Background: an optimization exercise with open tools, aiming at small area. Do not read the settings as production practice.
At most, simulation tests tie the RTL to the original design; equivalence was not proved.
The RTL of run 2 was laid out without a check of its function.
No activity file was given, so power comes from the tool's default toggle rates.

## flow/run.sh

```bash
#!/bin/bash
# synth_recipe.tcl (not shown) runs the flow's synth.tcl, then flattens the netlist and writes it again
# the make line also repeats each setting of config.mk as NAME=value (left out here)
make -C /OpenROAD-flow-scripts/flow DESIGN_CONFIG=/design/flow/config.mk WORK_HOME=/design/flow/orfs CLKGATE_MAP_FILE= SYNTH_SCRIPT=/design/flow/synth_recipe.tcl finish
```

## flow/config.mk

```make
export PLATFORM = sky130hd
export DESIGN_NAME = scheduler
export DESIGN_NICKNAME = scheduler
export VERILOG_FILES = /design/flow/design.v
export SDC_FILE = /design/flow/constraint.sdc
export NUM_CORES = 8
export LEC_CHECK = 0
export CAP_MARGIN = 20
export CORE_MARGIN = 2
export CORE_UTILIZATION = 40
export SLEW_MARGIN = 20
```

## flow/constraint.sdc

```tcl
create_clock -name core_clock -period 7.0 [get_ports {clk}]
set_input_delay 1.4000 -clock core_clock [delete_from_list [all_inputs] [get_ports {clk}]]
set_output_delay 1.4000 -clock core_clock [all_outputs]
set_load 0.01 [all_outputs]
```

## flow/design.v

```verilog
module scheduler (
    input wire clk,               
    input wire rst,               
    input wire [13:0] spike_packet,      
    input wire spike_packet_valid,       
    output reg spike_packet_ready,       
    input wire read_request,             
    output reg [255:0] current_tick_spikes,  
    input wire clear_request,            
    output reg error,                    
    input wire error_ack,                
    output reg [3:0] current_tick,       
    output reg [7:0] error_status        
);
    reg [255:0] spike_memory [0:15];
    wire [3:0] delivery_tick;
    wire [7:0] axon_id;
    wire [1:0] debug_bits;
    assign delivery_tick = spike_packet[13:10];
    assign axon_id = spike_packet[9:2];
    assign debug_bits = spike_packet[1:0];
    localparam IDLE = 2'b00;
    localparam WRITE_SPIKE = 2'b01;
    localparam ERROR_STATE = 2'b11;
    reg [1:0] state;
    reg [15:0] error_timeout_counter;
    localparam ERROR_NONE = 8'h00;
    localparam ERROR_CURRENT_TICK_WRITE = 8'h01;
    localparam ERROR_INVALID_TICK = 8'h02;
    localparam ERROR_INVALID_AXON = 8'h03;
    localparam ERROR_TIMEOUT = 8'h04;
    integer i;
    always @(posedge clk or posedge rst) begin
        if (rst) begin
            state <= IDLE;
            spike_packet_ready <= 1'b1;
            error <= 1'b0;
            error_status <= ERROR_NONE;
            current_tick <= 4'b0;
            error_timeout_counter <= 16'd0;
            for (i = 0; i < 16; i = i + 1)
                spike_memory[i] <= 256'b0;
            current_tick_spikes <= 256'b0;
        end else begin
            case (state)
                IDLE: begin
                    if (spike_packet_valid && spike_packet_ready) begin
                        if (delivery_tick == current_tick) begin
                            state <= ERROR_STATE;
                            error <= 1'b1;
                            error_status <= ERROR_CURRENT_TICK_WRITE;
                            spike_packet_ready <= 1'b0;
                        end else begin
                            state <= WRITE_SPIKE;
                            spike_packet_ready <= 1'b0;
                        end
                    end
                end
                WRITE_SPIKE: begin
                    spike_memory[delivery_tick][axon_id] <= 1'b1;
                    state <= IDLE;
                    spike_packet_ready <= 1'b1;
                end
                ERROR_STATE: begin
                    if (error_timeout_counter >= 16'hFFFF) begin
                        error_status <= ERROR_TIMEOUT;
                        state <= IDLE;
                        spike_packet_ready <= 1'b1;
                        error <= 1'b0;
                        error_timeout_counter <= 16'd0;
                    end else if (error_ack) begin
                        error <= 1'b0;
                        error_status <= ERROR_NONE;
                        state <= IDLE;
                        spike_packet_ready <= 1'b1;
                        error_timeout_counter <= 16'd0;
                    end else begin
                        error_timeout_counter <= error_timeout_counter + 1'b1;
                    end
                end
                default: state <= IDLE;
            endcase
            if (read_request) begin
                current_tick_spikes <= spike_memory[current_tick];
            end
            if (clear_request) begin
                spike_memory[current_tick] <= 256'b0;
                current_tick <= current_tick + 1'b1;
            end
            if (read_request && clear_request) begin
                error <= 1'b1;
                error_status <= 8'h05;  
            end
        end
    end
endmodule
```

==> results of run 1 <==
[cells in the final DEF, fill, tap and decap left out, types with 30 or more instances in the layout]
| master | n |
|---|---|
| and3_1 | 48 |
| a222oi_1 | 172 |
| dfrtp_1 | 4375 |
| clkbuf_8 | 123 |
| nand3_1 | 148 |
| clkbuf_16 | 449 |
| o21ai_0 | 2512 |
| nor3_1 | 120 |
| diode_2 | 113 |
| a31oi_1 | 466 |
| a221oi_1 | 522 |
| a22oi_1 | 495 |
| a21oi_1 | 1246 |
| bufinv_16 | 30 |
| o2bb2ai_1 | 77 |
| mux2i_1 | 259 |
| o22ai_1 | 131 |
| clkdlybuf4s50_1 | 278 |
| nor3_2 | 39 |
| a211oi_1 | 97 |
| nand2_1 | 2609 |
| o21a_1 | 103 |
| nor2_1 | 1731 |
| a32oi_1 | 30 |
| a221o_1 | 53 |
| mux2_2 | 100 |
| clkinv_2 | 72 |
| or3_1 | 31 |
| buf_4 | 583 |
| nor4_1 | 73 |
| buf_12 | 135 |
| a22o_1 | 773 |
| clkbuf_1 | 98 |
[power by group]
group	internal [mW]	leakage, nW	switching (mW)
Clock	14.1	7.33	10.7
Combinational	6.01	25.1	26.0
Sequential	26.0	60.7	1.80
[per-stage QoR]
step	utilization	area, µm²	hold slack [ns]	setup slack (ns)	power (mW)
6_report	0.457	215000	0.473	1.34	84.6
5_1_grt	0.456	215000	0.494	1.51	84.6
4_1_cts	0.456	214000	0.476	1.93	82.0
3_5_place_dp	0.425	200000	0.463	0.910	57.6
3_3_place_gp	0.424	200000	0.454	1.02	57.6
2_1_floorplan	-	189000	0.442	-55.42	40.3
[cells by family (layout without fill, tap and decap cells)]
kind of cell	Yosys count	after routing	synth area share
AOI/OAI and AO/OA	7050	7050	0.242
xor gates and xnor gates	7	7	0.000325
adders and majority gates	9	9	0.000597
buffers and inverters	2000	1812	0.0432
DFF	4378	4378	0.581
muxes	383	383	0.0226
other	1	119	0.0000199
and+or+nand+nor	5070	5070	0.110
[worst reg2reg max path, stage by stage, from the launching register on]
cell and delay (ns):
dfrtp_1 0.67, ha_4 0.59, buf_4 0.65, or3_1 0.64, nor3_2 0.17, buf_4 0.42
nor3_1 1.14, nand2_1 0.89, o21ai_0 0.42
[final timing paths]
check / end / cells after the start / slack, ns
max in group asynchronous: spike_memory[1][87] / 4 / 4.05
worst max-delay path: spike_memory[0][133] / 8 / 1.34
worst min-delay path: spike_memory[0][36] / 2 / 0.47
worst min register to register: spike_memory[0][36] / 2 / 0.47
min in group asynchronous: spike_memory[6][184] / 3 / 1.55
worst max register to register: spike_memory[0][133] / 8 / 1.34
[state kept, by name, summed over array words and instances (netlist names)]
signal and count:
spike_memory 4096, current_tick 4, current_tick_spikes 256, state 2
spike_packet_ready 1, error 1, error_timeout_counter 16, error_status 2
[per-layer routing]
| metal | up-vias | global-route usage |
|---|---|---|
| li1 | 67300 | - |
| met1 | 87600 | 0.471 |
| met2 | 14600 | 0.509 |
| met3 | 3588 | 0.182 |
| met4 | 88 | 0.263 |
| met5 | - | 0.00540 |
[layout make-up]
| cell class | count | area [µm²] |
|---|---|---|
| antenna | 113 | 283 |
| fill | 44400 | 255000 |
| multi-input combinational | 12500 | 72300 |
| timing repair buffer | 1002 | 9960 |
| inverter | 19 | 100 |
| tap | 6223 | 7790 |
| clock buffer | 670 | 13300 |
| sequential | 4378 | 110000 |
| clock inverter | 121 | 1500 |
==> flow_summary_export.csv, run 1 <==
group,metric,value,unit
die,die-area,0.477,mm²
worst_hold_path,min_path_type,"register to register",
drt,dr.max_layer_used,"met5",
critical_path,startpoint,"current_tick[0]",
sta,fin_crit,5.66,ns
synthesis,synth_area_leaders,"dfrtp_1 58%, o21ai_0 6.7%, nand2_1 5.2%, a22o_1 3.6%, nor2_1 3.5%",
die,initial_core_util,0.401,
clock_network,htree_num_levels,5,
cells_and_area,drive_gt1_frac,0.0986,
sta,setup_violations,0,
clock_network,cts_buffers,441,
cells_and_area,fin_nets,18400,
pwr,p_leak,93.1,nW
synthesis,synth-seq-area-share,0.581,
clock_network,cts_hold_buf,0,
die,die_height,691,µm
drt,drtIter0Drc,30700,
synthesis,yosysMostFrequentCell,"dfrtp_1",
place,dp_hpwl,552000,µm
critical_path,worstPathRequired,7.98,ns
critical_path,crit_path_frequent_cell,"buf_4",
flow_run,cap_viol_max_count,0,
synthesis,synth-seq-cells,4378,
drt,met3_wirelength,150000,µm
sta,tns,0,ns
critical_path,crit_type,"register to register",
die,num_io_pins,290,
critical_path,path_cells,"ha_4 > buf_4 > or3_1 > nor3_2 > buf_4 > nor3_1 > nand2_1 > o21ai_0",
sta,clock_skew,0.0484,ns
pwr,p_per_area,394,mW/mm²
critical_path,critPathLaunchType,"register",
drt,ant_nets,0,
global_routing,grt_use_total,0.378,
critical_path,crit_fanout,39,
clock_network,cts-root-buf,"clkbuf_16",
place,dp.cells,24100,
drt,wl_per_cell,37.2,µm
drt,drc,0,
sta,fmax,177,MHz
drt,firstDrtPassIters,10,
clock_network,clk_path_buf_depth,4,
die,die_w,691,µm
synthesis,synth_edf_count,0,
critical_path,r2r_start,"current_tick[0]",
synthesis,async_flop_share,1.00,
place,gp_congestion,0.978,
clock_network,cts.sinks,4378,
critical_path,end_kind,"register",
die,row_count,252,
drt,met1Wirelength,333000,µm
synthesis,yosysWarningCount,2,
cells_and_area,areaGrowthSynthToFinish,13.9,%
clock_network,insertion_delay,1.09,ns
clock_network,path_clk_slew,0.06,ns
critical_path,path_buf_inv,2,
clock_network,postCtsSetupRepairBufs,0,
global_routing,antenna_found_initial,117,
sta,hold_violations,0,
worst_hold_path,worstHoldStart,"spike_memory[0][36]",
synthesis,synth_top_area_frac,0.581,
critical_path,critPathArrivalTime,6.63,ns
critical_path,critPathSlowestCell,"nor3_1",
global_routing,grt_overflow,0,
die,core,0.470,mm²
sta,maxSlewHeadroom,0.108,
synthesis,synth_area_per_cell,9.98,µm²
sta,tightest_slew,1.34,ns
synthesis,netlist_area,0.189,mm²
drt,wl_met2,369000,µm
drt,vias,173000,
sta,period_share,0.808,
pwr,ir_drop,0.000649,V
sta,drv_slew,0,
global_routing,grt_pass1_vias,162000,
drt,wl,931000,µm
cells_and_area,stdcell_count,25100,
synthesis,synth_ff_type,"dfrtp_1",
status,run_status,"finished clean",
synthesis,synth_cell_types,106,
synthesis,synth_cells,18900,
clock_network,post_cts_resized,0,
drt,avgViaCountPerCell,6.91,
critical_path,slowest_delay,1.08,ns
clock_network,cts_tree,"done",
global_routing,grt_pass1_wl,1290000,µm
synthesis,synth_commonest_cells,"4377 x dfrtp_1, 2625 x nand2_1, 2514 x o21ai_0, 1752 x nor2_1, 1345 x clkbuf_1",
global_routing,grt_max_degree,168,
critical_path,cp_top_family,"simple AND/OR/NAND/NOR gates",
sta,rsz0062_at_grt,"no",
place,io_buffers,281,
synthesis,synth_top_area_cell,"dfrtp_1",
==> run 2: changes to the inputs <==
==> flow/design.v (replaced) <==
module scheduler (
    input wire clk,
    input wire rst,
    input wire [13:0] spike_packet,
    input wire spike_packet_valid,
    output reg spike_packet_ready,
    input wire read_request,
    output reg [255:0] current_tick_spikes,
    input wire clear_request,
    output wire error,
    input wire error_ack,
    output wire [3:0] current_tick,
    output wire [7:0] error_status
);
    wire [3:0] delivery_tick = spike_packet[13:10];
    wire [7:0] axon_id = spike_packet[9:2];
    reg in_err;
    reg err;        
    reg stat2;      
    reg mem_ok;     
    reg [15:0] cnt;
    reg [15:0] tick_oh;   
    genvar b;
    generate
        for (b = 0; b < 4; b = b + 1) begin : g_enc
            wire [15:0] m;
            genvar k;
            for (k = 0; k < 16; k = k + 1) begin : g_m
                assign m[k] = tick_oh[k] & (((k >> b) & 1) != 0);
            end
            assign current_tick[b] = |m;
        end
    endgenerate
    assign error = err;
    assign error_status = {5'b0, stat2, 1'b0, err};
    wire in_write = ~spike_packet_ready & ~in_err;
    wire accept = spike_packet_valid & spike_packet_ready;
    wire [15:0] dt_oh = 16'd1 << delivery_tick;
    wire hit_cur = |(dt_oh & tick_oh);
    wire timeout = &cnt;
    wire conflict = read_request & clear_request;
    always @(posedge clk or posedge rst) begin
        if (rst) begin
            spike_packet_ready <= 1'b1;
            in_err <= 1'b0;
            err <= 1'b0;
            stat2 <= 1'b0;
            tick_oh <= 16'd1;
            mem_ok <= 1'b0;
        end else begin
            mem_ok <= 1'b1;
            if (spike_packet_ready) begin
                if (spike_packet_valid) begin
                    spike_packet_ready <= 1'b0;
                    if (hit_cur) begin
                        in_err <= 1'b1;
                        err <= 1'b1;
                        stat2 <= 1'b0;
                    end
                end
            end else if (!in_err) begin
                spike_packet_ready <= 1'b1;
            end else if (timeout || error_ack) begin
                spike_packet_ready <= 1'b1;
                in_err <= 1'b0;
                err <= 1'b0;
                stat2 <= timeout;
            end
            if (clear_request)
                tick_oh <= {tick_oh[14:0], tick_oh[15]};
            if (conflict) begin
                err <= 1'b1;
                stat2 <= 1'b1;
            end
        end
    end
    always @(posedge clk)
        cnt <= in_err ? cnt + 16'd1 : 16'd0;
    wire [15:0] row_clr = clear_request ? tick_oh : 16'd0;
    wire [15:0] row_wr = in_write ? dt_oh : 16'd0;
    wire [255:0] col_wr = 256'd1 << axon_id;
    wire [15:0] row_rd = tick_oh;
    wire [255:0] rd_data [0:16];
    assign rd_data[0] = 256'd0;
    genvar r;
    generate
        for (r = 0; r < 16; r = r + 1) begin : g_row
            reg [255:0] row;
            wire keep = mem_ok & ~row_clr[r];
            wire wsel = row_wr[r] & ~row_clr[r];
            always @(posedge clk)
                row <= (row & {256{keep}}) | (col_wr & {256{wsel}});
            assign rd_data[r+1] = rd_data[r] | (row & {256{row_rd[r] & mem_ok}});
        end
    endgenerate
    always @(posedge clk or posedge rst) begin
        if (rst)
            current_tick_spikes <= 256'd0;
        else if (read_request)
            current_tick_spikes <= rd_data[16];
    end
endmodule
==> run 2 against run 1 <==
Against the previous run: critical endpoint is now current_tick[0]; register-to-register slack better by 1.7 ns; highest routed layer unchanged; clock-buffer cell count up 7; cell area down 17%; flip-flop and latch count up 11; non-clock buffer count down 452; worst setup slack better by 1.0 ns; combinational power down 85%; clock skew up 0.021 ns; first-iteration DRC count down 42%; core utilization down 0.059 points; area after synthesis down 16%.
==> flow_summary_export.csv, run 2 <==
group,metric,value,unit
status,run_status,"finished clean",
global_routing,grt_pass1_wl,964000,µm
critical_path,critPathArrivalTime,3.24,ns
drt,drc,0,
critical_path,crit_type,"register to output port",
sta,maxSlewHeadroom,0.121,
die,core,0.393,mm²
critical_path,critPathSlowestCell,"dfrtp_4",
synthesis,synth_top_area_frac,0.522,
drt,ant_nets,0,
critical_path,end_kind,"output port",
cells_and_area,drive_gt1_frac,0.0644,
place,io_buffers,281,
cells_and_area,regMostFlops,"g_row.row",
cells_and_area,reg.largest.list,"g_row.row: 4096 flops, current_tick_spikes: 256 flops",
synthesis,synth_cells,17600,
global_routing,grt_use_met1,0.428,
clock_network,cts-root-buf,"clkbuf_16",
synthesis,synth_top_area_cell,"dfxtp_1",
global_routing,grt_pass1_vias,132000,
synthesis,synth_ff_type,"dfxtp_1",
sta,period_share,0.663,
drt,vias,141000,
cells_and_area,multi_input_area,0.0612,mm²
sta,tightest_slew,1.32,ns
die,die-area,0.399,mm²
sta,clock_skew,0.0690,ns
global_routing,grt_overflow,0,
die,initial_core_util,0.402,
pwr,p_per_area,306,mW/mm²
clock_network,path_clk_slew,0.06,ns
synthesis,netlist_area,0.158,mm²
die,die_w,632,µm
pwr,ir_drop,0.000267,V
cells_and_area,fin_nets,16900,
clock_network,cts.sinks,4389,
sta,setup_violations,0,
cells_and_area,areaGrowthSynthToFinish,13.6,%
critical_path,critPathLaunchType,"register",
die,row_count,230,
synthesis,synth_area_leaders,"dfxtp_1 52%, o21ai_0 12%, nand2_1 9.5%, a22o_1 7.0%, a221oi_1 4.9%",
cells_and_area,largest_reg_flops,4096,
global_routing,met2_usage,0.496,
global_routing,gr-max-usage-layer,"met2",
cells_and_area,ff_latch_area,0.0893,mm²
pwr,p_leak,61.4,nW
synthesis,synth-seq-cells,4389,
critical_path,cp_top_family,"flip-flops",
global_routing,antenna_found_initial,44,
critical_path,path_cells,"nor4_1 > nand2_1 > clkdlybuf4s50_1",
synthesis,yosysMostFrequentCell,"dfxtp_1",
sta,tns,0,ns
clock_network,htree_num_levels,5,
clock_network,postCtsSetupRepairBufs,0,
drt,avgViaCountPerCell,6.28,
drt,drtIter0Drc,17900,
sta,fin_crit,4.64,ns
sta,drv_slew,0,
pwr,p_total,54.8,mW
critical_path,crit_fanout,46,
die,num_io_pins,290,
critical_path,slowest_delay,0.81,ns
synthesis,synth_area_per_cell,8.95,µm²
synthesis,synth_commonest_cells,"4112 x dfxtp_1, 4008 x nand2_1, 3911 x o21ai_0, 1625 x clkbuf_1, 1265 x a22o_1",
cells_and_area,most-common-layout-cells,"4112 x dfxtp_1, 4007 x nand2_1, 3911 x o21ai_0, 1265 x a22o_1, 880 x a221oi_1",
die,die_height,632,µm
synthesis,synth_cell_types,54,
place,gp_congestion,0.798,
synthesis,async_flop_share,0.0631,
critical_path,path_buf_inv,1,
critical_path,worstPathRequired,5.60,ns
drt,firstDrtPassIters,6,
global_routing,grtUsageMet3,0.0707,
place,dp_hpwl,317000,µm
sta,hold_violations,0,
cells_and_area,fill_cells,38100,
global_routing,grt_use_total,0.325,
sta,rsz0062_at_grt,"no",
clock_network,post_cts_resized,0,
drt,wl_per_cell,30.1,µm
worst_hold_path,min_path_type,"register to register",
synthesis,synth_edf_count,0,
clock_network,clk_path_buf_depth,4,
synthesis,yosysWarningCount,1,
synthesis,synth-seq-area-share,0.566,
cells_and_area,layout_commonest_cell,"dfxtp_1",
flow_run,cap_viol_max_count,0,
sta,fmax,215,MHz
global_routing,grt_max_degree,139,
clock_network,cts_hold_buf,0,
clock_network,cts_buffers,447,
clock_network,insertion_delay,1.02,ns
drt,wl,676000,µm
clock_network,cts_tree,"done",
run 2: path summary, 6_finish.rpt:
| check | start | endpoint | slack, ns | depth (start not counted) |
|---|---|---|---|---|
| max | tick_oh[7] | current_tick[0] | 2.36 | 3 |
| min | g_row[15].row[20] | g_row[15].row[20] | 0.45 | 2 |
| max reg2reg | tick_oh[12] | current_tick_spikes[146] | 3.00 | 7 |
| min reg2reg | g_row[15].row[20] | g_row[15].row[20] | 0.45 | 2 |
| max in group asynchronous | rst | spike_packet_ready | 4.98 | 4 |
| min in group asynchronous | rst | current_tick_spikes[229] | 0.82 | 2 |
run 2: layout make-up:
cell class              instances  share of cell area
flip-flops and latches       4389               0.499
multi-input cells           11200               0.342
clock buffers                 677              0.0750
well taps                    5220              0.0365
repair buffers                550              0.0338
clock inverters               142             0.00919
inverters                     240             0.00505
diodes                         23            0.000321
run 2: logic make-up (layout without fill, tap and decap cells):
group	count (synthesis)	after routing	synth area share
buf+inv	2012	1609	0.0488
simple gates	4801	4801	0.125
other cells	2	30	0.0000476
fa+ha+maj	1	1	0.0000793
mux	3	3	0.000198
flops	4389	4389	0.566
compound gates	6401	6401	0.260
xor+xnor	12	12	0.000666
run 2: through the flow:
step	instance area [µm²]	worst slack [ns]	hold WS (ns)	utilization	cells
floorplan	158000	1.94	0.425	-	17600
global placement	164000	1.93	0.433	0.418	21600
detailed placement	164000	1.83	0.441	0.418	21600
CTS	179000	2.33	0.449	0.456	22400
global route	179000	2.36	0.464	0.456	22500
finish	179000	2.36	0.447	0.456	22500
run 2: power breakdown:
group          total [mW]  internal [mW]  switching [mW]
Clock                24.7           14.1            10.5
Combinational        4.70          0.440            4.26
Sequential           25.5           25.0           0.413
Total                54.8           39.6            15.2
run 2: worst register-to-register path, cell delays in order (launching register included):
cell and delay, ns:
dfrtp_4 0.93, buf_4 0.90, buf_4 1.05, a22o_1 0.30, a221oi_1 0.05, nand4_1 0.17
nand3_1 0.29, o21ai_0 0.20
run 2: layer usage:
metal,wire [µm],share of wire
met1,266000,0.39
met2,292000,0.43
met3,77500,0.11
met4,40600,0.060
met5,193,0.00029

-- what the ideal ports hide --
Ports are ideal in the flow. The routed layouts listed here were re-timed in OpenROAD.
Step 1: set_driving_cell puts a clkbuf_16 on clk and a buf_2 on each other input, an assumption about the parent block.
Step 2 also shifts input and output timing later by t, the mid clock arrival at the registers, as if the neighbouring blocks saw the same clock.
Slacks: no drivers / after step 1 / after step 2; pairs: no drivers / after step 1.
run	t (ns)	slack for setup (ns)	worst setup path after step 2	slew at the worst register clock pin (ns)	cell pins on the clock port's net
run 1	1.198	1.341 / 1.341 / 0.518	input to register	0.07 / 0.07	1
run 2	1.109	2.358 / 2.243 / 1.568	input to register	0.07 / 0.07	1
After both steps every run listed still meets setup and hold. The setup slack of run 1, which loses most, moves by 0.000 ns with the drivers and by -0.823 ns with both steps.
